Context: an optimization exercise on an open-source flow, tuned for small area, a short achievable clock period and few clock cycles per item. The choices shown serve that exercise and are no tape-out recipe. Only simulation tests tie the RTL to the original design; equivalence was not proved. Power figures rest on the tool's default switching activity, not on a simulated workload.

==> flow/design.v (outline; a module is shown in full before it is edited, if it fits) <==
// module Convolution_without_pipeline: 1213 lines
// module fa3: 4 lines
module Convolution_without_pipeline(
    clk, rst_n, in_valid,
    In_IFM_1, In_IFM_2, In_IFM_3, In_IFM_4, In_IFM_5, In_IFM_6, In_IFM_7, In_IFM_8, In_IFM_9,
    In_Weight_1, In_Weight_2, In_Weight_3, In_Weight_4, In_Weight_5, In_Weight_6, In_Weight_7, In_Weight_8, In_Weight_9,
    out_valid, Out_OFM
    );
  // ...
==> flow/run.sh <==
#!/bin/bash
# synth_recipe.tcl (not shown) runs the flow's synth.tcl, then flattens the netlist and writes it again
# the make line also repeats each setting of config.mk as NAME=value (left out here)
make -C /OpenROAD-flow-scripts/flow DESIGN_CONFIG=/design/flow/config.mk WORK_HOME=/design/flow/orfs CLKGATE_MAP_FILE= SYNTH_SCRIPT=/design/flow/synth_recipe.tcl finish
==> flow/config.mk <==
export PLATFORM = sky130hd
export DESIGN_NAME = Convolution_without_pipeline
export DESIGN_NICKNAME = Convolution_without_pipeline
export VERILOG_FILES = /design/flow/design.v
export SDC_FILE = /design/flow/constraint.sdc
export NUM_CORES = 4
export LEC_CHECK = 0
export CAP_MARGIN = 20
export CORE_MARGIN = 2
export CORE_UTILIZATION = 40
export SLEW_MARGIN = 20
export SYNTH_HIERARCHICAL = 1
export SYNTH_MINIMUM_KEEP_SIZE = 0
==> flow/constraint.sdc <==
create_clock -name core_clock -period 10.0 [get_ports {clk}]
set_input_delay 2.0000 -clock core_clock [delete_from_list [all_inputs] [get_ports {clk}]]
set_output_delay 2.0000 -clock core_clock [all_outputs]
set_load 0.01 [all_outputs]
==> metrics.cfg, run 1 <==
[placed_design]
hpwl_um = 46800
dp.cells = 1970
place.gp.congestion = 0.943
post-place-ws_ns = 3.85

[detailed_routing]
drtIter0Drc = 1009
dr.pass1.iters = 5
remaining_drc_errors = 0
totalWireLength_um = 51400

[global_route]
grt_max_degree = 12
antenna_found_initial = 0
use_met1_pct = 37.5
top_usage_layer = met2

[cts]
cts-root-buf = clkbuf_16
hold_buffers = 0
cts_tree = built
numCtsBuffers = 9

[final_layout]
fin_nets = 2168
seq-cell-share_pct = 7.36
n_all_buffers = 168
clockBufferCount = 10
final-seq-area_mm2 = 0.00131
n_fill_cell = 3574

[synth]
yosys.area.top_type = fa_1
synth.distinct_cells = 37
synth_edf_count = 0
synth_xor_area_share_pct = 0.839

[sta]
max_freq_mhz = 158
finalSetupViolations = 0
finalHoldViolations = 0

[power]
seqPwrFrac_pct = 6.8
p_total_mw = 8.02

[worst_setup_path]
crit_path_max_fanout = 4
cp.arrival_ns = 4.34
crit_chain = fa_1 -> fa_1 -> fa_1 -> fa_1 -> inv_1 -> ha_1 -> nor2b_1 -> a31o_1 -> o31ai_2 -> a21oi_2 -> xnor2_1 -> clkdlybuf4s50_1

[die]
core-area_mm2 = 0.0386
taps = 518

[status]
status = complete, no violations

Testbench counts, summed over its fixed seeds: cycles 3,208, items 3,200.
==> inputs of run 2 (changes only) <==
--- a/flow/design.v
+++ b/flow/design.v
@@ -715,17 +715,17 @@
 fa3 u_s122 (.a(c73), .b(c74), .c(c75), .s(s122), .co(c122));
 fa3 u_s123 (.a(c76), .b(c77), .c(c78), .s(s123), .co(c123));
 fa3 u_s124 (.a(c79), .b(c80), .c(c81), .s(s124), .co(c124));
 fa3 u_s125 (.a(s111), .b(s112), .c(s113), .s(s125), .co(c125));
 fa3 u_s126 (.a(s114), .b(s115), .c(s116), .s(s126), .co(c126));
 fa3 u_s127 (.a(s117), .b(s118), .c(s119), .s(s127), .co(c127));
 fa3 u_s128 (.a(s120), .b(s121), .c(c82), .s(s128), .co(c128));
 fa3 u_s129 (.a(c83), .b(c84), .c(s122), .s(s129), .co(c129));
-fa3 u_s130 (.a(c85), .b(c86), .c(s123), .s(s130), .co(c130));
+fa3 u_s130 (.a(c85), .b(s123), .c(c86), .s(s130), .co(c130));
 fa3 u_s131 (.a(s124), .b(s125), .c(s126), .s(s131), .co(c131));
 fa3 u_s132 (.a(s127), .b(c87), .c(s128), .s(s132), .co(c132));
 fa3 u_s133 (.a(c88), .b(s129), .c(c89), .s(s133), .co(c133));
 fa3 u_s134 (.a(s130), .b(s131), .c(c90), .s(s134), .co(c134));
 fa3 u_s135 (.a(s132), .b(c91), .c(s133), .s(s135), .co(c135));
 fa3 u_s136 (.a(r_s134), .b(r_c92), .c(r_s135), .s(s136), .co(c136));
 fa3 u_s137 (.a(p1_0_6), .b(p1_1_5), .c(p1_2_4), .s(s137), .co(c137));
 fa3 u_s138 (.a(p1_3_3), .b(p1_4_2), .c(p1_5_1), .s(s138), .co(c138));
@@ -766,25 +766,25 @@
 fa3 u_s173 (.a(c117), .b(c118), .c(c119), .s(s173), .co(c173));
 fa3 u_s174 (.a(c120), .b(c121), .c(s158), .s(s174), .co(c174));
 fa3 u_s175 (.a(s159), .b(s160), .c(s161), .s(s175), .co(c175));
 fa3 u_s176 (.a(s162), .b(s163), .c(s164), .s(s176), .co(c176));
 fa3 u_s177 (.a(s165), .b(s166), .c(s167), .s(s177), .co(c177));
 fa3 u_s178 (.a(s168), .b(s169), .c(s170), .s(s178), .co(c178));
 fa3 u_s179 (.a(c122), .b(c123), .c(c124), .s(s179), .co(c179));
 fa3 u_s180 (.a(c125), .b(s171), .c(c126), .s(s180), .co(c180));
-fa3 u_s181 (.a(c127), .b(s172), .c(s173), .s(s181), .co(c181));
+fa3 u_s181 (.a(s172), .b(c127), .c(s173), .s(s181), .co(c181));
 fa3 u_s182 (.a(s174), .b(s175), .c(s176), .s(s182), .co(c182));
 fa3 u_s183 (.a(s177), .b(s178), .c(c128), .s(s183), .co(c183));
 fa3 u_s184 (.a(c129), .b(c130), .c(s179), .s(s184), .co(c184));
-fa3 u_s185 (.a(c131), .b(s180), .c(s181), .s(s185), .co(c185));
-fa3 u_s186 (.a(s182), .b(c132), .c(s183), .s(s186), .co(c186));
+fa3 u_s185 (.a(s180), .b(c131), .c(s181), .s(s185), .co(c185));
+fa3 u_s186 (.a(s182), .b(s183), .c(c132), .s(s186), .co(c186));
 fa3 u_s187 (.a(c133), .b(s184), .c(s185), .s(s187), .co(c187));
-fa3 u_s188 (.a(r_c134), .b(r_s186), .c(r_c135), .s(s188), .co(c188));
-fa3 u_s189 (.a(r_s187), .b(c136), .c(s188), .s(s189), .co(c189));
+fa3 u_s188 (.a(c134), .b(s186), .c(c135), .s(s188), .co(c188));
+fa3 u_s189 (.a(r_s187), .b(r_s188), .c(c136), .s(s189), .co(c189));
 fa3 u_s190 (.a(p1_0_7), .b(p1_1_6), .c(p1_2_5), .s(s190), .co(c190));
 fa3 u_s191 (.a(p1_3_4), .b(p1_4_3), .c(p1_5_2), .s(s191), .co(c191));
 fa3 u_s192 (.a(p1_6_1), .b(p1_7_0), .c(p2_0_7), .s(s192), .co(c192));
 fa3 u_s193 (.a(p2_1_6), .b(p2_2_5), .c(p2_3_4), .s(s193), .co(c193));
 fa3 u_s194 (.a(p2_4_3), .b(p2_5_2), .c(p2_6_1), .s(s194), .co(c194));
 fa3 u_s195 (.a(p2_7_0), .b(p3_0_7), .c(p3_1_6), .s(s195), .co(c195));
 fa3 u_s196 (.a(p3_2_5), .b(p3_3_4), .c(p3_4_3), .s(s196), .co(c196));
 fa3 u_s197 (.a(p3_5_2), .b(p3_6_1), .c(p3_7_0), .s(s197), .co(c197));
@@ -829,24 +829,24 @@
 fa3 u_s236 (.a(s222), .b(s223), .c(s224), .s(s236), .co(c236));
 fa3 u_s237 (.a(s225), .b(s226), .c(s227), .s(s237), .co(c237));
 fa3 u_s238 (.a(s228), .b(c171), .c(c172), .s(s238), .co(c238));
 fa3 u_s239 (.a(c173), .b(c174), .c(c175), .s(s239), .co(c239));
 fa3 u_s240 (.a(s229), .b(s230), .c(c176), .s(s240), .co(c240));
 fa3 u_s241 (.a(c177), .b(c178), .c(s231), .s(s241), .co(c241));
 fa3 u_s242 (.a(s232), .b(s233), .c(s234), .s(s242), .co(c242));
 fa3 u_s243 (.a(s235), .b(s236), .c(s237), .s(s243), .co(c243));
-fa3 u_s244 (.a(c179), .b(c180), .c(c181), .s(s244), .co(c244));
-fa3 u_s245 (.a(s238), .b(s239), .c(c182), .s(s245), .co(c245));
-fa3 u_s246 (.a(s240), .b(s241), .c(s242), .s(s246), .co(c246));
-fa3 u_s247 (.a(c183), .b(s243), .c(c184), .s(s247), .co(c247));
-fa3 u_s248 (.a(c185), .b(s244), .c(s245), .s(s248), .co(c248));
-fa3 u_s249 (.a(r_s246), .b(r_c186), .c(r_s247), .s(s249), .co(c249));
-fa3 u_s250 (.a(r_c187), .b(r_s248), .c(c188), .s(s250), .co(c250));
-fa3 u_s251 (.a(s249), .b(c189), .c(s250), .s(s251), .co(c251));
+fa3 u_s244 (.a(c179), .b(c180), .c(s238), .s(s244), .co(c244));
+fa3 u_s245 (.a(c181), .b(s239), .c(s240), .s(s245), .co(c245));
+fa3 u_s246 (.a(c182), .b(c183), .c(s241), .s(s246), .co(c246));
+fa3 u_s247 (.a(s242), .b(s243), .c(c184), .s(s247), .co(c247));
+fa3 u_s248 (.a(s244), .b(c185), .c(s245), .s(s248), .co(c248));
+fa3 u_s249 (.a(c186), .b(s246), .c(s247), .s(s249), .co(c249));
+fa3 u_s250 (.a(r_c187), .b(r_s248), .c(r_c188), .s(s250), .co(c250));
+fa3 u_s251 (.a(r_s249), .b(s250), .c(c189), .s(s251), .co(c251));
 fa3 u_s252 (.a(p1_1_7), .b(p1_2_6), .c(p1_3_5), .s(s252), .co(c252));
 fa3 u_s253 (.a(p1_4_4), .b(p1_5_3), .c(p1_6_2), .s(s253), .co(c253));
 fa3 u_s254 (.a(p1_7_1), .b(p2_1_7), .c(p2_2_6), .s(s254), .co(c254));
 fa3 u_s255 (.a(p2_3_5), .b(p2_4_4), .c(p2_5_3), .s(s255), .co(c255));
 fa3 u_s256 (.a(p2_6_2), .b(p2_7_1), .c(p3_1_7), .s(s256), .co(c256));
 fa3 u_s257 (.a(p3_2_6), .b(p3_3_5), .c(p3_4_4), .s(s257), .co(c257));
 fa3 u_s258 (.a(p3_5_3), .b(p3_6_2), .c(p3_7_1), .s(s258), .co(c258));
 fa3 u_s259 (.a(p4_1_7), .b(p4_2_6), .c(p4_3_5), .s(s259), .co(c259));
@@ -886,28 +886,28 @@
 fa3 u_s293 (.a(s273), .b(s274), .c(s275), .s(s293), .co(c293));
 fa3 u_s294 (.a(s276), .b(s277), .c(s278), .s(s294), .co(c294));
 fa3 u_s295 (.a(s279), .b(s280), .c(s281), .s(s295), .co(c295));
 fa3 u_s296 (.a(s282), .b(s283), .c(s284), .s(s296), .co(c296));
 fa3 u_s297 (.a(s285), .b(s286), .c(s287), .s(s297), .co(c297));
 fa3 u_s298 (.a(c229), .b(c230), .c(c231), .s(s298), .co(c298));
 fa3 u_s299 (.a(c232), .b(c233), .c(c234), .s(s299), .co(c299));
 fa3 u_s300 (.a(s288), .b(s289), .c(c235), .s(s300), .co(c300));
-fa3 u_s301 (.a(c236), .b(c237), .c(s290), .s(s301), .co(c301));
+fa3 u_s301 (.a(s290), .b(c236), .c(c237), .s(s301), .co(c301));
 fa3 u_s302 (.a(s291), .b(s292), .c(s293), .s(s302), .co(c302));
 fa3 u_s303 (.a(s294), .b(s295), .c(s296), .s(s303), .co(c303));
 fa3 u_s304 (.a(s297), .b(c238), .c(c239), .s(s304), .co(c304));
-fa3 u_s305 (.a(c240), .b(c241), .c(c242), .s(s305), .co(c305));
-fa3 u_s306 (.a(s298), .b(s299), .c(c243), .s(s306), .co(c306));
-fa3 u_s307 (.a(s300), .b(s301), .c(s302), .s(s307), .co(c307));
+fa3 u_s305 (.a(c240), .b(s298), .c(c241), .s(s305), .co(c305));
+fa3 u_s306 (.a(c242), .b(s299), .c(s300), .s(s306), .co(c306));
+fa3 u_s307 (.a(c243), .b(s301), .c(s302), .s(s307), .co(c307));
 fa3 u_s308 (.a(s303), .b(c244), .c(s304), .s(s308), .co(c308));
-fa3 u_s309 (.a(c245), .b(c246), .c(s305), .s(s309), .co(c309));
-fa3 u_s310 (.a(r_s306), .b(r_s307), .c(r_c247), .s(s310), .co(c310));
+fa3 u_s309 (.a(c245), .b(s305), .c(c246), .s(s309), .co(c309));
+fa3 u_s310 (.a(s306), .b(s307), .c(c247), .s(s310), .co(c310));
 fa3 u_s311 (.a(r_s308), .b(r_c248), .c(r_s309), .s(s311), .co(c311));
-fa3 u_s312 (.a(c249), .b(s310), .c(s311), .s(s312), .co(c312));
+fa3 u_s312 (.a(r_c249), .b(r_s310), .c(s311), .s(s312), .co(c312));
 fa3 u_s313 (.a(c250), .b(s312), .c(c251), .s(s313), .co(c313));
 fa3 u_s314 (.a(p1_2_7), .b(p1_3_6), .c(p1_4_5), .s(s314), .co(c314));
 fa3 u_s315 (.a(p1_5_4), .b(p1_6_3), .c(p1_7_2), .s(s315), .co(c315));
 fa3 u_s316 (.a(p2_2_7), .b(p2_3_6), .c(p2_4_5), .s(s316), .co(c316));
 fa3 u_s317 (.a(p2_5_4), .b(p2_6_3), .c(p2_7_2), .s(s317), .co(c317));
 fa3 u_s318 (.a(p3_2_7), .b(p3_3_6), .c(p3_4_5), .s(s318), .co(c318));
 fa3 u_s319 (.a(p3_5_4), .b(p3_6_3), .c(p3_7_2), .s(s319), .co(c319));
 fa3 u_s320 (.a(p4_2_7), .b(p4_3_6), .c(p4_4_5), .s(s320), .co(c320));
@@ -942,29 +942,29 @@
 fa3 u_s349 (.a(c285), .b(c286), .c(c287), .s(s349), .co(c349));
 fa3 u_s350 (.a(s332), .b(s333), .c(s334), .s(s350), .co(c350));
 fa3 u_s351 (.a(s335), .b(s336), .c(s337), .s(s351), .co(c351));
 fa3 u_s352 (.a(s338), .b(s339), .c(s340), .s(s352), .co(c352));
 fa3 u_s353 (.a(s341), .b(s342), .c(s343), .s(s353), .co(c353));
 fa3 u_s354 (.a(s344), .b(c288), .c(c289), .s(s354), .co(c354));
 fa3 u_s355 (.a(c290), .b(c291), .c(c292), .s(s355), .co(c355));
 fa3 u_s356 (.a(c293), .b(c294), .c(s345), .s(s356), .co(c356));
-fa3 u_s357 (.a(s346), .b(c295), .c(c296), .s(s357), .co(c357));
-fa3 u_s358 (.a(c297), .b(s347), .c(s348), .s(s358), .co(c358));
+fa3 u_s357 (.a(s346), .b(c295), .c(s347), .s(s357), .co(c357));
+fa3 u_s358 (.a(c296), .b(c297), .c(s348), .s(s358), .co(c358));
 fa3 u_s359 (.a(s349), .b(s350), .c(s351), .s(s359), .co(c359));
 fa3 u_s360 (.a(s352), .b(s353), .c(c298), .s(s360), .co(c360));
-fa3 u_s361 (.a(c299), .b(s354), .c(c300), .s(s361), .co(c361));
-fa3 u_s362 (.a(c301), .b(c302), .c(s355), .s(s362), .co(c362));
-fa3 u_s363 (.a(s356), .b(c303), .c(s357), .s(s363), .co(c363));
+fa3 u_s361 (.a(s354), .b(c299), .c(c300), .s(s361), .co(c361));
+fa3 u_s362 (.a(c301), .b(s355), .c(c302), .s(s362), .co(c362));
+fa3 u_s363 (.a(s356), .b(s357), .c(c303), .s(s363), .co(c363));
 fa3 u_s364 (.a(s358), .b(s359), .c(c304), .s(s364), .co(c364));
-fa3 u_s365 (.a(c305), .b(s360), .c(c306), .s(s365), .co(c365));
-fa3 u_s366 (.a(c307), .b(s361), .c(s362), .s(s366), .co(c366));
-fa3 u_s367 (.a(r_s363), .b(r_c308), .c(r_s364), .s(s367), .co(c367));
+fa3 u_s365 (.a(s360), .b(c305), .c(s361), .s(s365), .co(c365));
+fa3 u_s366 (.a(c306), .b(c307), .c(s362), .s(s366), .co(c366));
+fa3 u_s367 (.a(s363), .b(c308), .c(s364), .s(s367), .co(c367));
 fa3 u_s368 (.a(r_c309), .b(r_s365), .c(r_s366), .s(s368), .co(c368));
-fa3 u_s369 (.a(c310), .b(s367), .c(c311), .s(s369), .co(c369));
+fa3 u_s369 (.a(r_c310), .b(r_s367), .c(c311), .s(s369), .co(c369));
 fa3 u_s370 (.a(s368), .b(c312), .c(s369), .s(s370), .co(c370));
 fa3 u_s371 (.a(p1_3_7), .b(p1_4_6), .c(p1_5_5), .s(s371), .co(c371));
 fa3 u_s372 (.a(p1_6_4), .b(p1_7_3), .c(p2_3_7), .s(s372), .co(c372));
 fa3 u_s373 (.a(p2_4_6), .b(p2_5_5), .c(p2_6_4), .s(s373), .co(c373));
 fa3 u_s374 (.a(p2_7_3), .b(p3_3_7), .c(p3_4_6), .s(s374), .co(c374));
 fa3 u_s375 (.a(p3_5_5), .b(p3_6_4), .c(p3_7_3), .s(s375), .co(c375));
 fa3 u_s376 (.a(p4_3_7), .b(p4_4_6), .c(p4_5_5), .s(s376), .co(c376));
 fa3 u_s377 (.a(p4_6_4), .b(p4_7_3), .c(p5_3_7), .s(s377), .co(c377));
@@ -993,28 +993,28 @@
 fa3 u_s400 (.a(c341), .b(c342), .c(c343), .s(s400), .co(c400));
 fa3 u_s401 (.a(c344), .b(s386), .c(s387), .s(s401), .co(c401));
 fa3 u_s402 (.a(s388), .b(s389), .c(s390), .s(s402), .co(c402));
 fa3 u_s403 (.a(s391), .b(s392), .c(s393), .s(s403), .co(c403));
 fa3 u_s404 (.a(s394), .b(s395), .c(s396), .s(s404), .co(c404));
 fa3 u_s405 (.a(c345), .b(c346), .c(c347), .s(s405), .co(c405));
 fa3 u_s406 (.a(c348), .b(c349), .c(c350), .s(s406), .co(c406));
 fa3 u_s407 (.a(c351), .b(s397), .c(s398), .s(s407), .co(c407));
-fa3 u_s408 (.a(c352), .b(c353), .c(s399), .s(s408), .co(c408));
+fa3 u_s408 (.a(c352), .b(s399), .c(c353), .s(s408), .co(c408));
 fa3 u_s409 (.a(s400), .b(s401), .c(s402), .s(s409), .co(c409));
 fa3 u_s410 (.a(s403), .b(s404), .c(c354), .s(s410), .co(c410));
-fa3 u_s411 (.a(c355), .b(c356), .c(c357), .s(s411), .co(c411));
-fa3 u_s412 (.a(c358), .b(c359), .c(s405), .s(s412), .co(c412));
+fa3 u_s411 (.a(c355), .b(c356), .c(s405), .s(s411), .co(c411));
+fa3 u_s412 (.a(c357), .b(c358), .c(c359), .s(s412), .co(c412));
 fa3 u_s413 (.a(s406), .b(s407), .c(s408), .s(s413), .co(c413));
 fa3 u_s414 (.a(s409), .b(c360), .c(s410), .s(s414), .co(c414));
-fa3 u_s415 (.a(c361), .b(c362), .c(c363), .s(s415), .co(c415));
-fa3 u_s416 (.a(s411), .b(s412), .c(s413), .s(s416), .co(c416));
-fa3 u_s417 (.a(r_c364), .b(r_s414), .c(r_c365), .s(s417), .co(c417));
+fa3 u_s415 (.a(c361), .b(c362), .c(s411), .s(s415), .co(c415));
+fa3 u_s416 (.a(c363), .b(s412), .c(s413), .s(s416), .co(c416));
+fa3 u_s417 (.a(c364), .b(s414), .c(c365), .s(s417), .co(c417));
 fa3 u_s418 (.a(r_c366), .b(r_s415), .c(r_s416), .s(s418), .co(c418));
-fa3 u_s419 (.a(c367), .b(c368), .c(s417), .s(s419), .co(c419));
+fa3 u_s419 (.a(r_c367), .b(r_s417), .c(c368), .s(s419), .co(c419));
 fa3 u_s420 (.a(s418), .b(c369), .c(s419), .s(s420), .co(c420));
 fa3 u_s421 (.a(p1_4_7), .b(p1_5_6), .c(p1_6_5), .s(s421), .co(c421));
 fa3 u_s422 (.a(p1_7_4), .b(p2_4_7), .c(p2_5_6), .s(s422), .co(c422));
 fa3 u_s423 (.a(p2_6_5), .b(p2_7_4), .c(p3_4_7), .s(s423), .co(c423));
 fa3 u_s424 (.a(p3_5_6), .b(p3_6_5), .c(p3_7_4), .s(s424), .co(c424));
 fa3 u_s425 (.a(p4_4_7), .b(p4_5_6), .c(p4_6_5), .s(s425), .co(c425));
 fa3 u_s426 (.a(p4_7_4), .b(p5_4_7), .c(p5_5_6), .s(s426), .co(c426));
 fa3 u_s427 (.a(p5_6_5), .b(p5_7_4), .c(p6_4_7), .s(s427), .co(c427));
@@ -1038,25 +1038,25 @@
 fa3 u_s445 (.a(c395), .b(c396), .c(s433), .s(s445), .co(c445));
 fa3 u_s446 (.a(s434), .b(s435), .c(s436), .s(s446), .co(c446));
 fa3 u_s447 (.a(s437), .b(s438), .c(s439), .s(s447), .co(c447));
 fa3 u_s448 (.a(s440), .b(s441), .c(c397), .s(s448), .co(c448));
 fa3 u_s449 (.a(c398), .b(c399), .c(c400), .s(s449), .co(c449));
 fa3 u_s450 (.a(c401), .b(c402), .c(s442), .s(s450), .co(c450));
 fa3 u_s451 (.a(s443), .b(c403), .c(c404), .s(s451), .co(c451));
 fa3 u_s452 (.a(s444), .b(s445), .c(s446), .s(s452), .co(c452));
-fa3 u_s453 (.a(s447), .b(c405), .c(c406), .s(s453), .co(c453));
-fa3 u_s454 (.a(c407), .b(s448), .c(c408), .s(s454), .co(c454));
-fa3 u_s455 (.a(c409), .b(s449), .c(s450), .s(s455), .co(c455));
+fa3 u_s453 (.a(s447), .b(c405), .c(s448), .s(s453), .co(c453));
+fa3 u_s454 (.a(c406), .b(c407), .c(s449), .s(s454), .co(c454));
+fa3 u_s455 (.a(c408), .b(c409), .c(s450), .s(s455), .co(c455));
 fa3 u_s456 (.a(s451), .b(s452), .c(c410), .s(s456), .co(c456));
-fa3 u_s457 (.a(c411), .b(c412), .c(s453), .s(s457), .co(c457));
-fa3 u_s458 (.a(c413), .b(s454), .c(s455), .s(s458), .co(c458));
-fa3 u_s459 (.a(r_c414), .b(r_s456), .c(r_c415), .s(s459), .co(c459));
+fa3 u_s457 (.a(c411), .b(s453), .c(c412), .s(s457), .co(c457));
+fa3 u_s458 (.a(s454), .b(c413), .c(s455), .s(s458), .co(c458));
+fa3 u_s459 (.a(c414), .b(s456), .c(c415), .s(s459), .co(c459));
 fa3 u_s460 (.a(r_s457), .b(r_c416), .c(r_s458), .s(s460), .co(c460));
-fa3 u_s461 (.a(c417), .b(s459), .c(c418), .s(s461), .co(c461));
+fa3 u_s461 (.a(r_c417), .b(r_s459), .c(c418), .s(s461), .co(c461));
 fa3 u_s462 (.a(s460), .b(c419), .c(s461), .s(s462), .co(c462));
 fa3 u_s463 (.a(p1_5_7), .b(p1_6_6), .c(p1_7_5), .s(s463), .co(c463));
 fa3 u_s464 (.a(p2_5_7), .b(p2_6_6), .c(p2_7_5), .s(s464), .co(c464));
 fa3 u_s465 (.a(p3_5_7), .b(p3_6_6), .c(p3_7_5), .s(s465), .co(c465));
 fa3 u_s466 (.a(p4_5_7), .b(p4_6_6), .c(p4_7_5), .s(s466), .co(c466));
 fa3 u_s467 (.a(p5_5_7), .b(p5_6_6), .c(p5_7_5), .s(s467), .co(c467));
 fa3 u_s468 (.a(p6_5_7), .b(p6_6_6), .c(p6_7_5), .s(s468), .co(c468));
 fa3 u_s469 (.a(p7_5_7), .b(p7_6_6), .c(p7_7_5), .s(s469), .co(c469));
@@ -1071,26 +1071,26 @@
 fa3 u_s478 (.a(s469), .b(s470), .c(s471), .s(s478), .co(c478));
 fa3 u_s479 (.a(c433), .b(c434), .c(c435), .s(s479), .co(c479));
 fa3 u_s480 (.a(c436), .b(c437), .c(c438), .s(s480), .co(c480));
 fa3 u_s481 (.a(c439), .b(c440), .c(c441), .s(s481), .co(c481));
 fa3 u_s482 (.a(s472), .b(s473), .c(s474), .s(s482), .co(c482));
 fa3 u_s483 (.a(s475), .b(s476), .c(s477), .s(s483), .co(c483));
 fa3 u_s484 (.a(s478), .b(c442), .c(c443), .s(s484), .co(c484));
 fa3 u_s485 (.a(c444), .b(c445), .c(c446), .s(s485), .co(c485));
-fa3 u_s486 (.a(s479), .b(c447), .c(s480), .s(s486), .co(c486));
+fa3 u_s486 (.a(s479), .b(s480), .c(c447), .s(s486), .co(c486));
 fa3 u_s487 (.a(s481), .b(s482), .c(s483), .s(s487), .co(c487));
-fa3 u_s488 (.a(c448), .b(c449), .c(c450), .s(s488), .co(c488));
-fa3 u_s489 (.a(s484), .b(c451), .c(c452), .s(s489), .co(c489));
+fa3 u_s488 (.a(c448), .b(c449), .c(s484), .s(s488), .co(c488));
+fa3 u_s489 (.a(c450), .b(c451), .c(c452), .s(s489), .co(c489));
 fa3 u_s490 (.a(s485), .b(s486), .c(s487), .s(s490), .co(c490));
-fa3 u_s491 (.a(c453), .b(c454), .c(c455), .s(s491), .co(c491));
-fa3 u_s492 (.a(s488), .b(s489), .c(c456), .s(s492), .co(c492));
-fa3 u_s493 (.a(r_s490), .b(r_c457), .c(r_c458), .s(s493), .co(c493));
-fa3 u_s494 (.a(r_s491), .b(r_s492), .c(c459), .s(s494), .co(c494));
-fa3 u_s495 (.a(c460), .b(s493), .c(s494), .s(s495), .co(c495));
+fa3 u_s491 (.a(c453), .b(c454), .c(s488), .s(s491), .co(c491));
+fa3 u_s492 (.a(c455), .b(s489), .c(c456), .s(s492), .co(c492));
+fa3 u_s493 (.a(s490), .b(c457), .c(s491), .s(s493), .co(c493));
+fa3 u_s494 (.a(r_c458), .b(r_s492), .c(r_c459), .s(s494), .co(c494));
+fa3 u_s495 (.a(r_s493), .b(c460), .c(s494), .s(s495), .co(c495));
 fa3 u_s496 (.a(c461), .b(s495), .c(c462), .s(s496), .co(c496));
 fa3 u_s497 (.a(p1_6_7), .b(p1_7_6), .c(p2_6_7), .s(s497), .co(c497));
 fa3 u_s498 (.a(p2_7_6), .b(p3_6_7), .c(p3_7_6), .s(s498), .co(c498));
 fa3 u_s499 (.a(p4_6_7), .b(p4_7_6), .c(p5_6_7), .s(s499), .co(c499));
 fa3 u_s500 (.a(p5_7_6), .b(p6_6_7), .c(p6_7_6), .s(s500), .co(c500));
 fa3 u_s501 (.a(p7_6_7), .b(p7_7_6), .c(p8_6_7), .s(s501), .co(c501));
 fa3 u_s502 (.a(p8_7_6), .b(p9_6_7), .c(p9_7_6), .s(s502), .co(c502));
 fa3 u_s503 (.a(c463), .b(c464), .c(c465), .s(s503), .co(c503));
@@ -1101,115 +1101,104 @@
 fa3 u_s508 (.a(c472), .b(c473), .c(c474), .s(s508), .co(c508));
 fa3 u_s509 (.a(c475), .b(c476), .c(c477), .s(s509), .co(c509));
 fa3 u_s510 (.a(c478), .b(s503), .c(s504), .s(s510), .co(c510));
 fa3 u_s511 (.a(s505), .b(s506), .c(s507), .s(s511), .co(c511));
 fa3 u_s512 (.a(c479), .b(c480), .c(c481), .s(s512), .co(c512));
 fa3 u_s513 (.a(c482), .b(s508), .c(c483), .s(s513), .co(c513));
 fa3 u_s514 (.a(s509), .b(s510), .c(s511), .s(s514), .co(c514));
 fa3 u_s515 (.a(c484), .b(c485), .c(c486), .s(s515), .co(c515));
-fa3 u_s516 (.a(s512), .b(c487), .c(s513), .s(s516), .co(c516));
+fa3 u_s516 (.a(s512), .b(s513), .c(c487), .s(s516), .co(c516));
 fa3 u_s517 (.a(s514), .b(c488), .c(c489), .s(s517), .co(c517));
 fa3 u_s518 (.a(s515), .b(c490), .c(s516), .s(s518), .co(c518));
-fa3 u_s519 (.a(r_c491), .b(r_s517), .c(r_c492), .s(s519), .co(c519));
-fa3 u_s520 (.a(r_s518), .b(c493), .c(s519), .s(s520), .co(c520));
+fa3 u_s519 (.a(c491), .b(s517), .c(c492), .s(s519), .co(c519));
+fa3 u_s520 (.a(r_s518), .b(r_c493), .c(r_s519), .s(s520), .co(c520));
 fa3 u_s521 (.a(c494), .b(s520), .c(c495), .s(s521), .co(c521));
 fa3 u_s522 (.a(p1_7_7), .b(p2_7_7), .c(p3_7_7), .s(s522), .co(c522));
 fa3 u_s523 (.a(p4_7_7), .b(p5_7_7), .c(p6_7_7), .s(s523), .co(c523));
 fa3 u_s524 (.a(p7_7_7), .b(p8_7_7), .c(p9_7_7), .s(s524), .co(c524));
 fa3 u_s525 (.a(c497), .b(c498), .c(c499), .s(s525), .co(c525));
 fa3 u_s526 (.a(c500), .b(c501), .c(c502), .s(s526), .co(c526));
 fa3 u_s527 (.a(s522), .b(s523), .c(s524), .s(s527), .co(c527));
 fa3 u_s528 (.a(c503), .b(c504), .c(c505), .s(s528), .co(c528));
 fa3 u_s529 (.a(c506), .b(c507), .c(s525), .s(s529), .co(c529));
 fa3 u_s530 (.a(s526), .b(s527), .c(c508), .s(s530), .co(c530));
 fa3 u_s531 (.a(c509), .b(c510), .c(s528), .s(s531), .co(c531));
 fa3 u_s532 (.a(c511), .b(s529), .c(c512), .s(s532), .co(c532));
 fa3 u_s533 (.a(s530), .b(c513), .c(s531), .s(s533), .co(c533));
 fa3 u_s534 (.a(c514), .b(c515), .c(s532), .s(s534), .co(c534));
-fa3 u_s535 (.a(r_c516), .b(r_s533), .c(r_c517), .s(s535), .co(c535));
-fa3 u_s536 (.a(r_s534), .b(r_c518), .c(s535), .s(s536), .co(c536));
-fa3 u_s537 (.a(c519), .b(s536), .c(c520), .s(s537), .co(c537));
+fa3 u_s535 (.a(c516), .b(s533), .c(c517), .s(s535), .co(c535));
+fa3 u_s536 (.a(r_s534), .b(r_c518), .c(r_s535), .s(s536), .co(c536));
+fa3 u_s537 (.a(r_c519), .b(s536), .c(c520), .s(s537), .co(c537));
 fa3 u_s538 (.a(c522), .b(c523), .c(c524), .s(s538), .co(c538));
 fa3 u_s539 (.a(c525), .b(c526), .c(c527), .s(s539), .co(c539));
 fa3 u_s540 (.a(s538), .b(c528), .c(c529), .s(s540), .co(c540));
 fa3 u_s541 (.a(s539), .b(c530), .c(c531), .s(s541), .co(c541));
-fa3 u_s542 (.a(s540), .b(c532), .c(c533), .s(s542), .co(c542));
-fa3 u_s543 (.a(r_s541), .b(r_c534), .c(r_s542), .s(s543), .co(c543));
-fa3 u_s544 (.a(c535), .b(s543), .c(c536), .s(s544), .co(c544));
+fa3 u_s542 (.a(s540), .b(c532), .c(s541), .s(s542), .co(c542));
+fa3 u_s543 (.a(c533), .b(c534), .c(s542), .s(s543), .co(c543));
+fa3 u_s544 (.a(r_c535), .b(r_s543), .c(c536), .s(s544), .co(c544));
 fa3 u_s545 (.a(c538), .b(c539), .c(c540), .s(s545), .co(c545));
-fa3 u_s546 (.a(r_c541), .b(r_s545), .c(r_c542), .s(s546), .co(c546));
-fa3 u_s547 (.a(c543), .b(s546), .c(c544), .s(s547), .co(c547));
-fa3 u_s548 (.a(r_c545), .b(c546), .c(c547), .s(s548), .co(c548));
-reg r_s3, r_s12, r_s13, r_s31, r_c31, r_s57, r_s92, r_c92, r_s134, r_c134, r_s135, r_c135, r_s186, r_c186, r_s187, r_c187, r_s246, r_s247, r_c247, r_s248, r_c248, r_s306, r_s307, r_s308, r_c308, r_s309, r_c309, r_s363, r_s364, r_c364, r_s365, r_c365, r_s366, r_c366, r_s414, r_c414, r_s415, r_c415, r_s416, r_c416, r_s456, r_s457, r_c457, r_s458, r_c458, r_s490, r_s491, r_c491, r_s492, r_c492, r_c516, r_s517, r_c517, r_s518, r_c518, r_s533, r_s534, r_c534, r_s541, r_c541, r_s542, r_c542, r_s545, r_c545;
+fa3 u_s546 (.a(c541), .b(s545), .c(c542), .s(s546), .co(c546));
+fa3 u_s547 (.a(r_c543), .b(r_s546), .c(c544), .s(s547), .co(c547));
+fa3 u_s548 (.a(r_c545), .b(r_c546), .c(c547), .s(s548), .co(c548));
+reg r_s3, r_s12, r_s13, r_s31, r_c31, r_s57, r_s92, r_c92, r_s134, r_s135, r_s187, r_c187, r_s188, r_c188, r_s248, r_c248, r_s249, r_c249, r_s308, r_s309, r_c309, r_s310, r_c310, r_s365, r_s366, r_c366, r_s367, r_c367, r_s415, r_s416, r_c416, r_s417, r_c417, r_s457, r_s458, r_c458, r_s459, r_c459, r_s492, r_s493, r_c493, r_s518, r_c518, r_s519, r_c519, r_s534, r_s535, r_c535, r_s543, r_c543, r_c545, r_s546, r_c546;
 always @(posedge clk) begin
     r_s3 <= s3;
     r_s12 <= s12;
     r_s13 <= s13;
     r_s31 <= s31;
     r_c31 <= c31;
     r_s57 <= s57;
     r_s92 <= s92;
     r_c92 <= c92;
     r_s134 <= s134;
-    r_c134 <= c134;
     r_s135 <= s135;
-    r_c135 <= c135;
-    r_s186 <= s186;
-    r_c186 <= c186;
     r_s187 <= s187;
     r_c187 <= c187;
-    r_s246 <= s246;
-    r_s247 <= s247;
-    r_c247 <= c247;
+    r_s188 <= s188;
+    r_c188 <= c188;
     r_s248 <= s248;
     r_c248 <= c248;
-    r_s306 <= s306;
-    r_s307 <= s307;
+    r_s249 <= s249;
+    r_c249 <= c249;
     r_s308 <= s308;
-    r_c308 <= c308;
     r_s309 <= s309;
     r_c309 <= c309;
-    r_s363 <= s363;
-    r_s364 <= s364;
-    r_c364 <= c364;
+    r_s310 <= s310;
+    r_c310 <= c310;
     r_s365 <= s365;
-    r_c365 <= c365;
     r_s366 <= s366;
     r_c366 <= c366;
-    r_s414 <= s414;
-    r_c414 <= c414;
+    r_s367 <= s367;
+    r_c367 <= c367;
     r_s415 <= s415;
-    r_c415 <= c415;
     r_s416 <= s416;
     r_c416 <= c416;
-    r_s456 <= s456;
+    r_s417 <= s417;
+    r_c417 <= c417;
     r_s457 <= s457;
-    r_c457 <= c457;
     r_s458 <= s458;
     r_c458 <= c458;
-    r_s490 <= s490;
-    r_s491 <= s491;
-    r_c491 <= c491;
+    r_s459 <= s459;
+    r_c459 <= c459;
     r_s492 <= s492;
-    r_c492 <= c492;
-    r_c516 <= c516;
-    r_s517 <= s517;
-    r_c517 <= c517;
+    r_s493 <= s493;
+    r_c493 <= c493;
     r_s518 <= s518;
     r_c518 <= c518;
-    r_s533 <= s533;
+    r_s519 <= s519;
+    r_c519 <= c519;
     r_s534 <= s534;
-    r_c534 <= c534;
-    r_s541 <= s541;
-    r_c541 <= c541;
-    r_s542 <= s542;
-    r_c542 <= c542;
-    r_s545 <= s545;
+    r_s535 <= s535;
+    r_c535 <= c535;
+    r_s543 <= s543;
+    r_c543 <= c543;
     r_c545 <= c545;
+    r_s546 <= s546;
+    r_c546 <= c546;
 end
 wire [19:0] row_a_n = {1'b1, c548, s548, s547, s544, s537, s521, s496, c420, c370, s370, s313, s251, s189, s136, r_s92, r_c31, r_s31, r_s12, r_s3};
 wire [19:0] row_b_n = {1'b1, 1'b1, 1'b1, 1'b1, c537, c521, c496, 1'b1, s462, s420, c313, 1'b1, 1'b1, 1'b1, 1'b1, 1'b1, r_s57, 1'b1, r_s13, 1'b1};
 wire [19:0] sum = ~row_a_n + ~row_b_n;
 assign Out_OFM = {1'b0, sum};
 endmodule
 module fa3(input a, input b, input c, output s, output co);
 assign s = a ^ b ^ c;
==> run 2 against run 1 <==
Hold slack gained 0.041 ns. Global-route usage shrank 0.60 points. Via count shrank 0.38%. Wire length shrank 3.7%. Non-clock buffer count shrank 1. Total power shrank 12%. Final area shrank 1.7%. Largest cell class unchanged. Highest routed layer unchanged.
==> metrics.cfg, run 2 <==
[final_layout]
fin_nets = 2168  ; unchanged
final_common_cell = nand2_1
final_cell_mix = nand2_1 (583), fa_1 (549), clkdlybuf4s50_1 (167)
layout-drive-gt1-share_pct = 0.820
syn2layout_area_growth_pct = 12.2
diodes = 0
fin_area_mm2 = 0.0174

[cts]
cts_max_level = 2
cts_tree = built
cts.clk_slew.worst_paths_ns = 0.07
postCtsSetupBuffers = 0
numCtsBuffers = 5  ; -4
cts_resized = 0
cts_buffer_depth = 2
clock-sinks = 54
cts-root-buf = clkbuf_16
hold_buffers = 0  ; unchanged

[synth]
ys_seq_area_share_pct = 6.98
synth.ff_latch_count = 54
yosys.area.top_type_share_pct = 70.7
yosys_warnings = 7
synth_nets = 2141
syn_inst = 1436
netlist_area_mm2 = 0.0155
yosysMostFrequentCell = nand2_1
async_flop_share_pct = 1.85
yosys.area.top_type = fa_1
synthTopCellsByCount = nand2_1 (583), fa_1 (549), clkbuf_1 (143)
synth.distinct_cells = 48  ; +30%
synth.area.top_cells = fa_1 (71%), nand2_1 (14%), dfxtp_1 (6.8%)
synth_edf_count = 0  ; unchanged
synth-main-ff-cell = dfxtp_1
synth.avg_cell_area_um2 = 10.8

[global_route]
use_met2_pct = 43.0
use_met3_pct = 4.39
track_usage_pct = 25.9
overflow = 0
use_met1_pct = 36.4  ; -1.1 points
grt_pass1_vias = 12300
top_usage_layer = met2
grt_max_degree = 16  ; +4
grt_pass1_wl_um = 76500
antenna_found_initial = 0  ; unchanged

[placed_design]
postPlaceCellArea_mm2 = 0.0173
post-place-ws_ns = 3.46  ; -0.387 ns
place.gp.congestion = 0.984  ; +4.4%
hpwl_um = 45500  ; -2.6%
io_buffers = 167

[hold_path]
worst_hold_path_type = in2async

[detailed_routing]
remaining_drc_errors = 0  ; unchanged
avgRoutedWirePerCell_um = 25.0
num_vias = 10700
drtIter0Drc = 865  ; -14%
viasPerCell = 5.42
ant_nets = 0
totalWireLength_um = 49500  ; -3.7%
dr.pass1.iters = 5  ; unchanged

[power]
p_leak_nw = 5.82
clkPwrFrac_pct = 2.5
power_density_mw_per_mm2 = 404
p_sw_share_pct = 49.1
power_switching_mw = 3.46
seqPwrFrac_pct = 7.0  ; +0.2 points
ir_drop_v = 0.000557
power_frac_comb_pct = 90.5
p_int_mw = 3.58

[sta]
worst_slew_pin_slew_ns = 0.999
max_freq_mhz = 160  ; +1.7%
finalSetupViolations = 0  ; unchanged
finalCritPeriodShare_pct = 62.4
finalHoldViolations = 0  ; unchanged
maxSlewHeadroom_pct = 33.4
slew_viol_final = 0
tns_ns = 0
rsz0062_at_grt = false
setup_slack_ns = 3.76
min_period_ns = 6.24

[die]
dieArea_mm2 = 0.0405
core-area_mm2 = 0.0385  ; -0.47%
placementRows = 72
die_y_um = 201
die_w_um = 201
start_util_pct = 40.4
io_pins = 169

[worst_setup_path]
crit_path_max_fanout = 6  ; +2
cp.arrival_ns = 4.24  ; -0.10 ns
critPathCaptureType = output pin
worstSetupPathType = reg2out
worst_setup_path_start_kind = flip-flop
cp.required_ns = 8.00

[flow_run]
drv_cap = 0

[status]
status = complete, no violations

==> run 2: cell count changes after synthesis, moves of 2 or more <==
cell,change
a21o_1,-2
dfxtp_1,-11
inv_1,+3
nand2_1,+3
o211ai_1,+2
o221ai_1,+3
o31ai_1,+2
o31ai_2,-2
xor2_1,-3
==> run 2: routing by layer <==
metal	vias to the layer above	wire length (µm)
li1	4282	-
met1	5789	19600
met2	622	24200
met3	52	4530
met4	0	1140
met5	-	0
==> run 2: cells by family (layout without fill, tap and decap cells) <==
| family | after synthesis | after routing | synth area share [%] |
|---|---|---|---|
| adder cells (fa/ha/maj) | 558 | 558 | 71.4 |
| buffers and inverters | 170 | 197 | 4.18 |
| AND/OR/NAND/NOR | 616 | 616 | 15.6 |
| flip-flops | 54 | 54 | 6.98 |
| AO/OA/AOI/OAI | 25 | 25 | 1.15 |
| XOR/XNOR | 12 | 12 | 0.676 |
| other | 1 | 1 | 0.0241 |
==> run 2: critical path, stage by stage, from the launching register on <==
cell             delay [ns]
dfxtp_1                0.33
fa_1                   0.44
fa_1                   0.45
fa_1                   0.51
inv_1                  0.04
ha_1                   0.44
and4bb_1               0.24
o211ai_1               0.21
and4_1                 0.28
a2111oi_0              0.38
clkdlybuf4s50_1        0.61
==> run 2: area by class of cell <==
cell class | instances | area [µm²]
fill | 3619 | 21000
multi-input combinational | 1212 | 13800
timing repair buffer | 167 | 1670
sequential | 54 | 1090
tap | 518 | 648
clock buffer | 7 | 143
inverter | 23 | 86.3
==> run 2: modules after synthesis, one instance, submodules excluded <==
module	cells inside	copies in the design	flip-flops and latches
Convolution_without_pipeline	887	1	54
fa3	1	549	0
==> run 2: power groups by stage <==
stage / clock [mW] / sequential [mW] / combinational [mW]
global placement: 0 / 0.494 / 6.42
detailed placement: 0 / 0.497 / 6.50
global route: 0.193 / 0.503 / 7.05
floorplan: 0 / 0.484 / 3.95
CTS: 0.183 / 0.492 / 6.51
finish: 0.179 / 0.491 / 6.37
==> run 2: through the flow <==
step                utilization, %  std cells  total power, mW  hold slack [ns]
global route                  45.4       1981             7.74             1.83
finish                        45.4       1981             7.04             1.83
floorplan                        -       1436             4.43             1.70
CTS                           45.4       1981             7.19             1.82
global placement              45.0       1974             6.91             2.15
detailed placement            45.0       1974             7.00             2.15
==> run 2: worst max path at each step <==
| stage | from | cells after the start | end |
|---|---|---|---|
| final | r_c309 | 10 | Out_OFM[12] |
| after global routing | r_s308 | 10 | Out_OFM[12] |
| after CTS | r_c309 | 10 | Out_OFM[12] |
| after detailed placement | In_IFM_1[3] | 10 | r_s519 |
| after global placement | In_Weight_1[3] | 10 | r_s519 |
| after floorplan | In_Weight_1[6] | 10 | r_s519 |
Testbench counts of run 2, summed over its fixed seeds: cycles 3,208, items 3,200.
==> inputs of run 3 (changes only) <==
--- a/flow/config.mk
+++ b/flow/config.mk
@@ -8,6 +8,7 @@
 export CAP_MARGIN = 20
 export CORE_MARGIN = 2
 export CORE_UTILIZATION = 40
+export SETUP_SLACK_MARGIN = 4.5
 export SLEW_MARGIN = 20
 export SYNTH_HIERARCHICAL = 1
 export SYNTH_MINIMUM_KEEP_SIZE = 0
==> run 3 against run 2 <==
Still clean on timing, DRC and antenna. Utilization hardly changed. First-iteration DRC count is 19% higher. Total power up 15%. Largest cell class unchanged. Largest power group unchanged.
==> metrics.cfg, run 3 <==
[cts]
cts_max_level = 2  ; unchanged
cts_tree = built
cts.clk_slew.worst_paths_ns = 0.08  ; about the same
cts-root-buf = clkbuf_16
numCtsBuffers = 5  ; unchanged
hold_buffers = 0  ; unchanged
clock-sinks = 54  ; unchanged
cts_buffer_depth = 2  ; unchanged

[synth]
yosys.area.top_type = fa_1
synthAdderAreaFrac_pct = 71.4  ; unchanged
yosysMostFrequentCell = nand2_1
synth.avg_cell_area_um2 = 10.8  ; unchanged
synthTopCellsByCount = nand2_1 (583), fa_1 (549), clkbuf_1 (143)
yosys.area.top_type_share_pct = 70.7  ; unchanged
async_flop_share_pct = 1.85  ; unchanged
synth_edf_count = 0  ; unchanged
yosys_warnings = 7  ; unchanged
synth_xor_area_share_pct = 0.676  ; unchanged
synthMuxAreaShare_pct = 0  ; unchanged
ys_seq_area_share_pct = 6.98  ; unchanged
synth-main-ff-cell = dfxtp_1
synth.area.top_cells = fa_1 (71%), nand2_1 (14%), dfxtp_1 (6.8%)
synthSimpleGateAreaFrac_pct = 15.6  ; unchanged
synth.distinct_cells = 48  ; unchanged
synth_top_family_by_area = adder cells
syn_inst = 1436  ; unchanged
synth.ff_latch_count = 54  ; unchanged
synth-compound-area-share_pct = 1.15  ; unchanged
synth_nets = 2141  ; unchanged
netlist_area_mm2 = 0.0155  ; unchanged

[sta]
finalCritPeriodShare_pct = 54.8  ; -7.6 points
tns_ns = 0  ; unchanged
min_period_ns = 5.48  ; -0.756 ns
worst_slew_pin_slew_ns = 1.01  ; +0.0122 ns
maxSlewHeadroom_pct = 32.6  ; -0.81 points
max_freq_mhz = 182  ; +14%
fin_hold_ws_ns = 1.83  ; -0.00182 ns
finalSetupViolations = 0  ; unchanged
slew_viol_final = 0  ; unchanged
finalHoldViolations = 0  ; unchanged
rsz0062_at_grt = true

[detailed_routing]
ant_nets = 0  ; unchanged
avgRoutedWirePerCell_um = 25.2  ; +1.1%
dr_wl_met3_um = 4280  ; -5.4%
num_vias = 10900  ; +1.3%
viasPerCell = 5.45  ; +0.56%
dr.pass1.iters = 5  ; unchanged
remaining_drc_errors = 0  ; unchanged
routed.top_layer = met4
met1_length_um = 20000  ; +2.2%
wl_met2_um = 24700  ; +2.2%
drtIter0Drc = 1031  ; +19%
totalWireLength_um = 50400  ; +1.8%

[placed_design]
io_buffers = 167  ; unchanged
place.gp.congestion = 0.973  ; -1.2%
dp.cells = 1974  ; unchanged
hpwl_um = 45800  ; +0.62%

[worst_setup_path]
worstSetupPathType = in2reg
critPathCaptureType = flip-flop
critPathSlowestCell = fa_1
critPathMaxStageDelay_ns = 0.54  ; -0.07 ns
cp.required_ns = 10.17  ; +2.17 ns
path_common_cell = fa_1
crit_chain = buf_2 -> nand2_1 -> fa_1 -> fa_1 -> fa_2 -> fa_1 -> fa_1 -> fa_1 -> fa_1
crit_path_max_fanout = 8  ; +2
worst_setup_path_start_kind = primary input
cp.arrival_ns = 5.66  ; +1.42 ns

[power]
power_switching_mw = 3.99  ; +15%
power_frac_comb_pct = 91.4  ; +0.9 points
p_sw_share_pct = 49.1  ; about the same
ir_drop_v = 0.000518  ; -7.1%
p_leak_nw = 5.98  ; +2.6%
seqPwrFrac_pct = 6.2  ; -0.8 points
clkPwrFrac_pct = 2.4  ; about the same
power_density_mw_per_mm2 = 465  ; +15%
p_int_mw = 4.13  ; +15%

[die]
placementRows = 72  ; unchanged
die_w_um = 201  ; unchanged
dieArea_mm2 = 0.0405  ; unchanged
start_util_pct = 40.4  ; unchanged
core-area_mm2 = 0.0385  ; unchanged
io_pins = 169  ; unchanged
die_y_um = 201  ; unchanged

[hold_path]
worst_hold_path_type = in2async

[final_layout]
final_util_pct = 45.4  ; about the same
syn2layout_area_growth_pct = 12.2  ; about the same
fin_nets = 2181  ; +0.60%
diodes = 0  ; unchanged
n_fill_cell = 3664  ; +1.2%
layout-drive-gt1-share_pct = 19.8  ; +19 points
final_common_cell = nand2_1
final_cells = 1995  ; +0.71%
final_cell_mix = nand2_1 (583), fa_1 (458), fa_2 (91)

[global_route]
track_usage_pct = 25.9  ; -0.064 points
grt_pass1_wl_um = 76100  ; -0.49%
antenna_found_initial = 0  ; unchanged
grt_max_degree = 17  ; +1
grt_pass1_vias = 12000  ; -2.0%
overflow = 0  ; unchanged

[status]
status = complete, no violations

[flow_run]
drv_cap = 0  ; unchanged

## run 3: changes by cell type in the layout (fill, tap and decap cells not counted), sizes merged
cell,before,now
clkdlybuf4s50,167,13
clkbuf,7,97
buf,0,74
dlygate4sd2,0,2
clkdlybuf4s18,0,1
clkinv,0,1
## run 3: layout make-up
cell class	count	area (µm²)	share of cell area (%)
repair buffers	180	1250	7.17
well taps	518	648	3.71
flip-flops and latches	54	1090	6.25
multi-input cells	1212	14200	81.4
inverters	23	86.3	0.495
clock inverters	1	8.76	0.0502
clock buffers	7	153	0.875
## run 3: routing by layer
| layer | vias up | global-route usage (%) |
|---|---|---|
| li1 | 4307 | - |
| met1 | 5850 | 36.5 |
| met2 | 659 | 43.0 |
| met3 | 65 | 3.73 |
| met4 | 0 | 5.58 |
| met5 | - | 0 |
## run 3: repair_timing
| action | in CTS | in global routing |
|---|---|---|
| setup endpoints to repair | 56 | 27 |
| pin swaps | 19 | 16 |
| gates resized for setup | 783 | 147 |
| cloned | 0 | 0 |
| buffers inserted | 11 | 2 |
## run 3: kinds of logic (layout without fill, tap and decap cells)
kind of cell    count (synthesis)  count (layout)
simple gates                  616             616
fa+ha+maj                     558             558
buf+inv                       170             211
flops                          54              54
compound gates                 25              25
xor+xnor                       12              12
other cells                     1               1
## run 3: critical path: cells and delay by family
kind	cells	cell delay (ns)
adder cells (fa/ha/maj)	7	3.33
buffers and inverters	1	0.21
AND/OR/NAND/NOR	1	0.11
## run 3: final timing paths
kind,startpoint,end,cells after the start
setup / recovery,In_IFM_5[6],r_s493,9
hold / removal,rst_n,out_valid,1
max in group asynchronous,rst_n,out_valid,1
min in group core_clock,in_valid,out_valid,1
## run 3: power groups by stage
stage / combinational, mW / clock (mW) / sequential (mW)
3_5_place_dp: 6.62 / 0 / 0.503
4_1_cts: 7.25 / 0.202 / 0.502
5_1_grt: 8.14 / 0.209 / 0.512
6_report: 7.42 / 0.198 / 0.500
3_3_place_gp: 6.53 / 0 / 0.500
2_1_floorplan: 3.98 / 0 / 0.484
## run 3: Yosys stat by module (local to each module, per instance)
module                        area [µm²]  times used  cells  flip-flops and latches
Convolution_without_pipeline        4560           1    887                      54
fa3                                 20.0         549      1                       0
## run 3: through the flow
stage,setup slack [ns],cell area [µm²],power (mW)
floorplan,4.46,15800,4.47
global placement,3.59,17400,7.03
detailed placement,3.58,17400,7.13
CTS,4.46,17200,7.95
global route,4.36,17500,8.86
finish,4.52,17500,8.11
==> inputs of run 4 (changes only) <==
--- a/flow/config.mk
+++ b/flow/config.mk
@@ -8,7 +8,7 @@
 export CAP_MARGIN = 20
 export CORE_MARGIN = 2
 export CORE_UTILIZATION = 40
-export SETUP_SLACK_MARGIN = 4.5
+export SETUP_SLACK_MARGIN = 5
 export SLEW_MARGIN = 20
 export SYNTH_HIERARCHICAL = 1
 export SYNTH_MINIMUM_KEEP_SIZE = 0
==> run 4 against run 3 <==
Die area unchanged. Synthesized cell count stayed put. Combinational power rose by 6.9%. Setup slack better by 0.069 ns. Maximum frequency grew 1.3%. First-iteration DRC count shrank 34%. Wire length is 1.9% higher. Non-clock buffer count increased by 12. Hold slack got worse by 0.0096 ns. Via count hardly changed. Critical path depth grew 2. Critical endpoint is now Out_OFM[17]. Largest cell class unchanged.
==> metrics.cfg, run 4 <==
[status]
status = complete, no violations

[die]
io_pins = 169  ; unchanged
die_w_um = 201  ; unchanged
placementRows = 72  ; unchanged
dieArea_mm2 = 0.0405  ; unchanged
core-area_mm2 = 0.0385  ; unchanged
die_y_um = 201  ; unchanged
start_util_pct = 40.4  ; unchanged

[sta]
rsz0062_at_grt = true
finalSetupViolations = 0  ; unchanged
max_freq_mhz = 185  ; +1.3%
maxSlewHeadroom_pct = 57.4  ; +25 points
slew_viol_final = 0  ; unchanged
finalCritPeriodShare_pct = 54.1  ; -0.69 points
worst_slew_pin_slew_ns = 0.638  ; -0.372 ns
tns_ns = 0  ; unchanged
min_period_ns = 5.41  ; -0.0695 ns
finalHoldViolations = 0  ; unchanged

[detailed_routing]
ant_nets = 0  ; unchanged
dr.pass1.iters = 5  ; unchanged
totalWireLength_um = 51300  ; +1.9%
drtIter0Drc = 681  ; -34%
remaining_drc_errors = 0  ; unchanged
avgRoutedWirePerCell_um = 25.6  ; +1.3%
num_vias = 10900  ; -0.028%
viasPerCell = 5.42  ; -0.63%

[power]
p_int_mw = 4.47  ; +8.4%
p_sw_share_pct = 48.1  ; -1.1 points
p_leak_nw = 6.77  ; +13%
ir_drop_v = 0.000570  ; +10%
clkPwrFrac_pct = 2.2  ; -0.2 points
seqPwrFrac_pct = 5.8  ; -0.4 points
power_density_mw_per_mm2 = 420  ; -9.7%
power_switching_mw = 4.14  ; +3.9%
power_frac_comb_pct = 92.0  ; +0.6 points

[synth]
synth_nets = 2141  ; unchanged
yosysMostFrequentCell = nand2_1
yosys_warnings = 7  ; unchanged
synth_edf_count = 0  ; unchanged
synth.area.top_cells = fa_1 (71%), nand2_1 (14%), dfxtp_1 (6.8%)
yosys.area.top_type_share_pct = 70.7  ; unchanged
synthTopCellsByCount = nand2_1 (583), fa_1 (549), clkbuf_1 (143)
ys_seq_area_share_pct = 6.98  ; unchanged
async_flop_share_pct = 1.85  ; unchanged
synth.avg_cell_area_um2 = 10.8  ; unchanged
netlist_area_mm2 = 0.0155  ; unchanged
syn_inst = 1436  ; unchanged
synth.ff_latch_count = 54  ; unchanged
synth-main-ff-cell = dfxtp_1
synth.distinct_cells = 48  ; unchanged
yosys.area.top_type = fa_1

[placed_design]
place.gp.congestion = 0.886  ; -8.9%
dp.cells = 1974  ; unchanged
hpwl_um = 46100  ; +0.54%
io_buffers = 167  ; unchanged

[final_layout]
final_common_cell = fa_2
final_util_pct = 53.4  ; +8.0 points
syn2layout_area_growth_pct = 32.0
fin_nets = 2193  ; +0.55%
diodes = 0  ; unchanged
final_cell_mix = fa_2 (426), nand2_1 (398), nand2_2 (137)
final_cells = 2007  ; +0.60%
layout-drive-gt1-share_pct = 56.5  ; +37 points
n_fill_cell = 3287  ; -10%

[global_route]
antenna_found_initial = 0  ; unchanged
overflow = 0  ; unchanged
grt_pass1_vias = 12200  ; +1.4%
track_usage_pct = 26.3  ; +0.48 points
grt_pass1_wl_um = 77000  ; +1.1%
grt_max_degree = 20  ; +3

[worst_setup_path]
cp.arrival_ns = 3.41  ; -2.25 ns
worst_setup_path_start_kind = flip-flop
critPathCaptureType = output pin
worstSetupPathType = reg2out
crit_path_max_fanout = 7  ; -1
cp.required_ns = 8.00  ; -2.17 ns

[cts]
hold_buffers = 0  ; unchanged
cts_tree = built
numCtsBuffers = 5  ; unchanged
cts-root-buf = clkbuf_16
cts.clk_slew.worst_paths_ns = 0.08  ; about the same
cts_max_level = 2  ; unchanged
clock-sinks = 54  ; unchanged
cts_buffer_depth = 2  ; unchanged

[flow_run]
drv_cap = 0  ; unchanged

[hold_path]
worst_hold_path_type = in2async

## run 4: cell counts after synthesis
No cell type changed its count.
## run 4: cell families (layout without fill, tap and decap cells)
group           count (synthesis)  in the layout  share of synthesized area, %
simple gates                  616            616                          15.6
fa+ha+maj                     558            558                          71.4
flops                          54             54                          6.98
xor+xnor                       12             12                         0.676
compound gates                 25             25                          1.15
other cells                     1              1                        0.0241
buf+inv                       170            223                          4.18
## run 4: timing repair
item	4_1_cts	5_1_grt
endpoints found under the setup margin	63	33
hold endpoints to repair	0	0
setup buffers	13	12
pin swaps	188	156
resized for setup	1347	166
## run 4: power by group through the flow
stage	Combinational [mW]	Clock, mW	Sequential (mW)
after floorplan	4.51	0	0.484
after global routing	8.72	0.201	0.511
after global placement	6.93	0	0.495
after CTS	7.68	0.193	0.497
final	7.93	0.189	0.498
after detailed placement	7.02	0	0.498
## run 4: final timing paths
check                      startpoint  slack, ns          end  cells after the start
worst min-delay path            rst_n       1.82    out_valid                      1
worst max-delay path           r_c366       4.59  Out_OFM[17]                     11
max in group asynchronous       rst_n       8.09    out_valid                      1
min in group core_clock      in_valid       2.12    out_valid                      1
## run 4: worst max-delay path, cell delays in order, from the launching register on
cell and delay [ns]:
dfxtp_2 0.33, fa_2 0.38, fa_1 0.46, fa_2 0.54, inv_1 0.06, ha_4 0.33
nand4b_1 0.21, nor4_4 0.23, buf_4 0.17, o211ai_1 0.08, nor3b_2 0.17, buf_2 0.14
## run 4: layout make-up
type / instances / area [µm²] / share of cell area, %
Inverter: 23 / 86.3 / 0.421
Tap cell: 518 / 648 / 3.16
Multi-Input combinational cell: 1212 / 15800 / 77.1
Sequential cell: 54 / 1090 / 5.32
Timing Repair Buffer: 192 / 2720 / 13.2
Clock buffer: 5 / 125 / 0.609
Clock inverter: 3 / 28.8 / 0.140
## run 4: per-module statistics from Yosys, one instance, submodules excluded
module	copies in the design	flip-flops and latches	cells inside	area (µm²)
Convolution_without_pipeline	1	54	887	4560
fa3	549	0	1	20.0
## run 4: per-stage QoR
stage	instance area, µm²	hold WS, ns	worst slack [ns]	power [mW]
after floorplan	18400	1.70	4.58	4.99
after global placement	18400	2.15	3.67	7.42
after detailed placement	18400	2.15	3.67	7.52
after CTS	19900	1.80	4.52	8.37
after global routing	20500	1.80	4.41	9.43
final	20500	1.82	4.59	8.62
## run 4: layer usage
layer	GRT usage, %	vias up	routed length [µm]
met1	35.7	5969	20100
met5	0	-	0
met3	3.60	62	3500
met2	44.5	506	26000
li1	-	4341	-
met4	7.83	0	1760
==> inputs of run 5 (changes only) <==
--- a/flow/config.mk
+++ b/flow/config.mk
@@ -7,7 +7,7 @@
 export LEC_CHECK = 0
 export CAP_MARGIN = 20
 export CORE_MARGIN = 2
-export CORE_UTILIZATION = 40
+export CORE_UTILIZATION = 60
 export SETUP_SLACK_MARGIN = 5
 export SLEW_MARGIN = 20
 export SYNTH_HIERARCHICAL = 1
==> run 5 against run 4 <==
Non-clock buffer count increased by 6. Maximum frequency decreased by 2.8%. Global-route usage increased by 13 points. First-iteration DRC count increased by 54%. Area after synthesis unchanged. Critical path depth unchanged. Die area decreased by 33%. Clock power increased by 11%. Utilization increased by 26 points. Sequential power about the same. Via count increased by 4.9%. Wire length decreased by 2.5%. Critical endpoint is now Out_OFM[11].
==> metrics.cfg, run 5 <==
[status]
status = complete, no violations

[final_layout]
syn2layout_area_growth_pct = 29.2
final_util_pct = 79.3  ; +26 points
final_cells = 1825  ; -9.1%
fin_nets = 2199  ; +0.27%
fin_area_mm2 = 0.0201  ; -2.2%
final_cell_mix = fa_2 (431), nand2_1 (413), nand2_2 (129)
layout-drive-gt1-share_pct = 55.9  ; -0.63 points
final_common_cell = fa_2
diodes = 0  ; unchanged

[cts]
cts_buffer_depth = 2  ; unchanged
hold_buffers = 0  ; unchanged
clock-sinks = 54  ; unchanged
numCtsBuffers = 5  ; unchanged
cts_max_level = 2  ; unchanged
cts.clk_slew.worst_paths_ns = 0.08  ; about the same
cts_tree = built
cts-root-buf = clkbuf_16

[die]
die_y_um = 165  ; -18%
dieArea_mm2 = 0.0272  ; -33%
placementRows = 58  ; -19%
core-area_mm2 = 0.0253  ; -34%
start_util_pct = 61.4  ; +21 points
die_w_um = 165  ; -18%
io_pins = 169  ; unchanged

[synth]
synth-compound-area-share_pct = 1.15  ; unchanged
synthTopCellsByCount = nand2_1 (583), fa_1 (549), clkbuf_1 (143)
synth_edf_count = 0  ; unchanged
netlist_area_mm2 = 0.0155  ; unchanged
yosys.area.top_type_share_pct = 70.7  ; unchanged
synth_top_family_by_area = adder cells
synth.distinct_cells = 48  ; unchanged
syn_inst = 1436  ; unchanged
synth.ff_latch_count = 54  ; unchanged
synthAdderAreaFrac_pct = 71.4  ; unchanged
yosys.area.top_type = fa_1
yosys_warnings = 7  ; unchanged
synthMuxAreaShare_pct = 0  ; unchanged
async_flop_share_pct = 1.85  ; unchanged
yosysMostFrequentCell = nand2_1
synth.area.top_cells = fa_1 (71%), nand2_1 (14%), dfxtp_1 (6.8%)
synth_xor_area_share_pct = 0.676  ; unchanged
synth_nets = 2141  ; unchanged
ys_seq_area_share_pct = 6.98  ; unchanged
synth-main-ff-cell = dfxtp_1
synthSimpleGateAreaFrac_pct = 15.6  ; unchanged
synth.avg_cell_area_um2 = 10.8  ; unchanged

[worst_setup_path]
worst_setup_path_start_kind = flip-flop
cp.buffers_inverters = 4  ; +1
path_delay_family = adder cells
cp.required_ns = 8.00  ; about the same
crit_chain = fa_2 -> fa_2 -> fa_1 -> inv_2 -> ha_4 -> nand4bb_1 -> buf_4 -> buf_4 -> o31ai_1 -> xor2_1 -> dlygate4sd2_1
crit_path_max_fanout = 4  ; -3
cp.arrival_ns = 3.57  ; +0.16 ns
worstSetupPathType = reg2out
critPathCaptureType = output pin
critPathSlowestCell = fa_1
critPathMaxStageDelay_ns = 0.51  ; -0.03 ns

[sta]
setup_slack_ns = 4.43  ; -0.157 ns
maxSlewHeadroom_pct = 43.7  ; -14 points
min_period_ns = 5.57  ; +0.157 ns
slew_viol_final = 0  ; unchanged
finalHoldViolations = 0  ; unchanged
rsz0062_at_grt = true
tns_ns = 0  ; unchanged
max_freq_mhz = 179  ; -2.8%
finalSetupViolations = 0  ; unchanged
finalCritPeriodShare_pct = 55.7  ; +1.6 points
worst_slew_pin_slew_ns = 0.844  ; +0.205 ns

[global_route]
antenna_found_initial = 1  ; +1
grt_pass1_vias = 12600  ; +3.2%
grt_max_degree = 19  ; -5.0%
grt_pass1_wl_um = 74100  ; -3.7%
overflow = 0  ; unchanged
track_usage_pct = 39.0  ; +13 points

[placed_design]
postPlaceCellArea_mm2 = 0.0182  ; -1.3%
post-place-ws_ns = 3.71  ; +0.0464 ns
hpwl_um = 42900  ; -6.8%
dp.cells = 1786  ; -9.5%
io_buffers = 167  ; unchanged
place.gp.congestion = 0.983  ; +11%

[detailed_routing]
avgRoutedWirePerCell_um = 27.4  ; +7.2%
drtIter0Drc = 1049  ; +54%
ant_nets = 0  ; unchanged
remaining_drc_errors = 0  ; unchanged
totalWireLength_um = 50000  ; -2.5%
viasPerCell = 6.25  ; +15%
num_vias = 11400  ; +4.9%
dr.pass1.iters = 5  ; unchanged

[flow_run]
drv_cap = 0  ; unchanged

[power]
power_density_mw_per_mm2 = 439  ; +4.6%
p_leak_nw = 6.69  ; -1.2%
ir_drop_v = 0.00165  ; +190%

[hold_path]
worst_hold_path_type = in2async

-- run 5: cell count changes in the layout (fill, tap and decap cells not counted), moves of 3 or more --
cell / before / now
buf_12: 61 / 42
nand2_1: 398 / 413
buf_4: 18 / 31
buf_6: 43 / 56
nand2_2: 137 / 129
nand2_4: 48 / 41
fa_1: 123 / 118
fa_2: 426 / 431
buf_2: 11 / 8
inv_1: 19 / 16
inv_2: 4 / 7
-- run 5: final cells by class --
| class | count | area [µm²] |
|---|---|---|
| Fill cell | 1503 | 5240 |
| Tap cell | 330 | 413 |
| Inverter | 23 | 86.3 |
| Sequential cell | 54 | 1090 |
| Multi-Input combinational cell | 1212 | 15700 |
| Clock buffer | 5 | 125 |
| Timing Repair Buffer | 198 | 2580 |
| Clock inverter | 3 | 47.5 |
-- run 5: metrics by stage --
| step | power, mW | hold WS [ns] |
|---|---|---|
| after floorplan | 4.99 | 1.70 |
| after global placement | 7.09 | 2.15 |
| after detailed placement | 7.29 | 2.16 |
| after CTS | 8.13 | 1.82 |
| after global routing | 9.60 | 1.82 |
| final | 8.82 | 1.82 |
-- run 5: path summary, 6_finish.rpt --
| check | start | endpoint | slack (ns) | depth (start not counted) |
|---|---|---|---|---|
| min in group core_clock | in_valid | out_valid | 2.13 | 1 |
| hold / removal | rst_n | out_valid | 1.82 | 1 |
| setup / recovery | r_c309 | Out_OFM[11] | 4.43 | 11 |
| max in group asynchronous | rst_n | out_valid | 8.08 | 1 |
-- run 5: per-module statistics from Yosys (local to each module, per instance) --
module | copies in the design | cells inside | flops+latches
Convolution_without_pipeline | 1 | 887 | 54
fa3 | 549 | 1 | 0
-- run 5: power by group --
part / switching, mW / internal, mW
Clock: 0.0899 / 0.120
Sequential: 0.0656 / 0.432
Combinational: 4.09 / 4.02
Total: 4.24 / 4.57
-- run 5: timing repair --
| action | CTS | global route |
|---|---|---|
| resized for setup | 1269 | 176 |
| endpoints found under the setup margin | 61 | 34 |
| buffers inserted | 22 | 9 |
| pin swaps | 173 | 150 |
| gates cloned | 0 | 0 |
-- run 5: cells by family after synthesis --
logic type	after synthesis
buffers and inverters	170
AND/OR/NAND/NOR	616
AO/OA/AOI/OAI	25
adder cells (fa/ha/maj)	558
other	1
flip-flops	54
XOR/XNOR	12
-- run 5: metal layers --
layer  vias to the layer above  track usage (%)  part of all wire [%]
met3                       179             6.05                   9.1
met1                      6056             49.7                    33
met2                       817             63.2                    49
li1                       4355                -                     -
met5                         -                0                 0.042
met4                         2             24.8                   8.1

-- re-timing with driven ports --
No port has a modelled driver above. Below, the same layouts with a new extraction and two added sets of constraints.
Step 1 assumes that a clkbuf_16 drives the clock port and a buf_2 every other input.
Step 2, shift: input delay + t, output delay - t, t = (earliest + latest rising clock arrival at the registers) / 2. This alone moves slack from input paths to output paths.
a / b / c = ideal ports / drivers / drivers and shift; a / b = the first two.
run	shift t [ns]	slack for setup (ns)
run 1	0.391	3.656 / 3.610 / 3.788
run 2	0.349	3.760 / 3.711 / 3.448
run 3	0.352	4.516 / 4.475 / 4.187
run 4	0.354	4.586 / 4.537 / 4.442
run 5	0.361	4.428 / 4.373 / 4.362
After both steps every run listed still meets setup and hold.
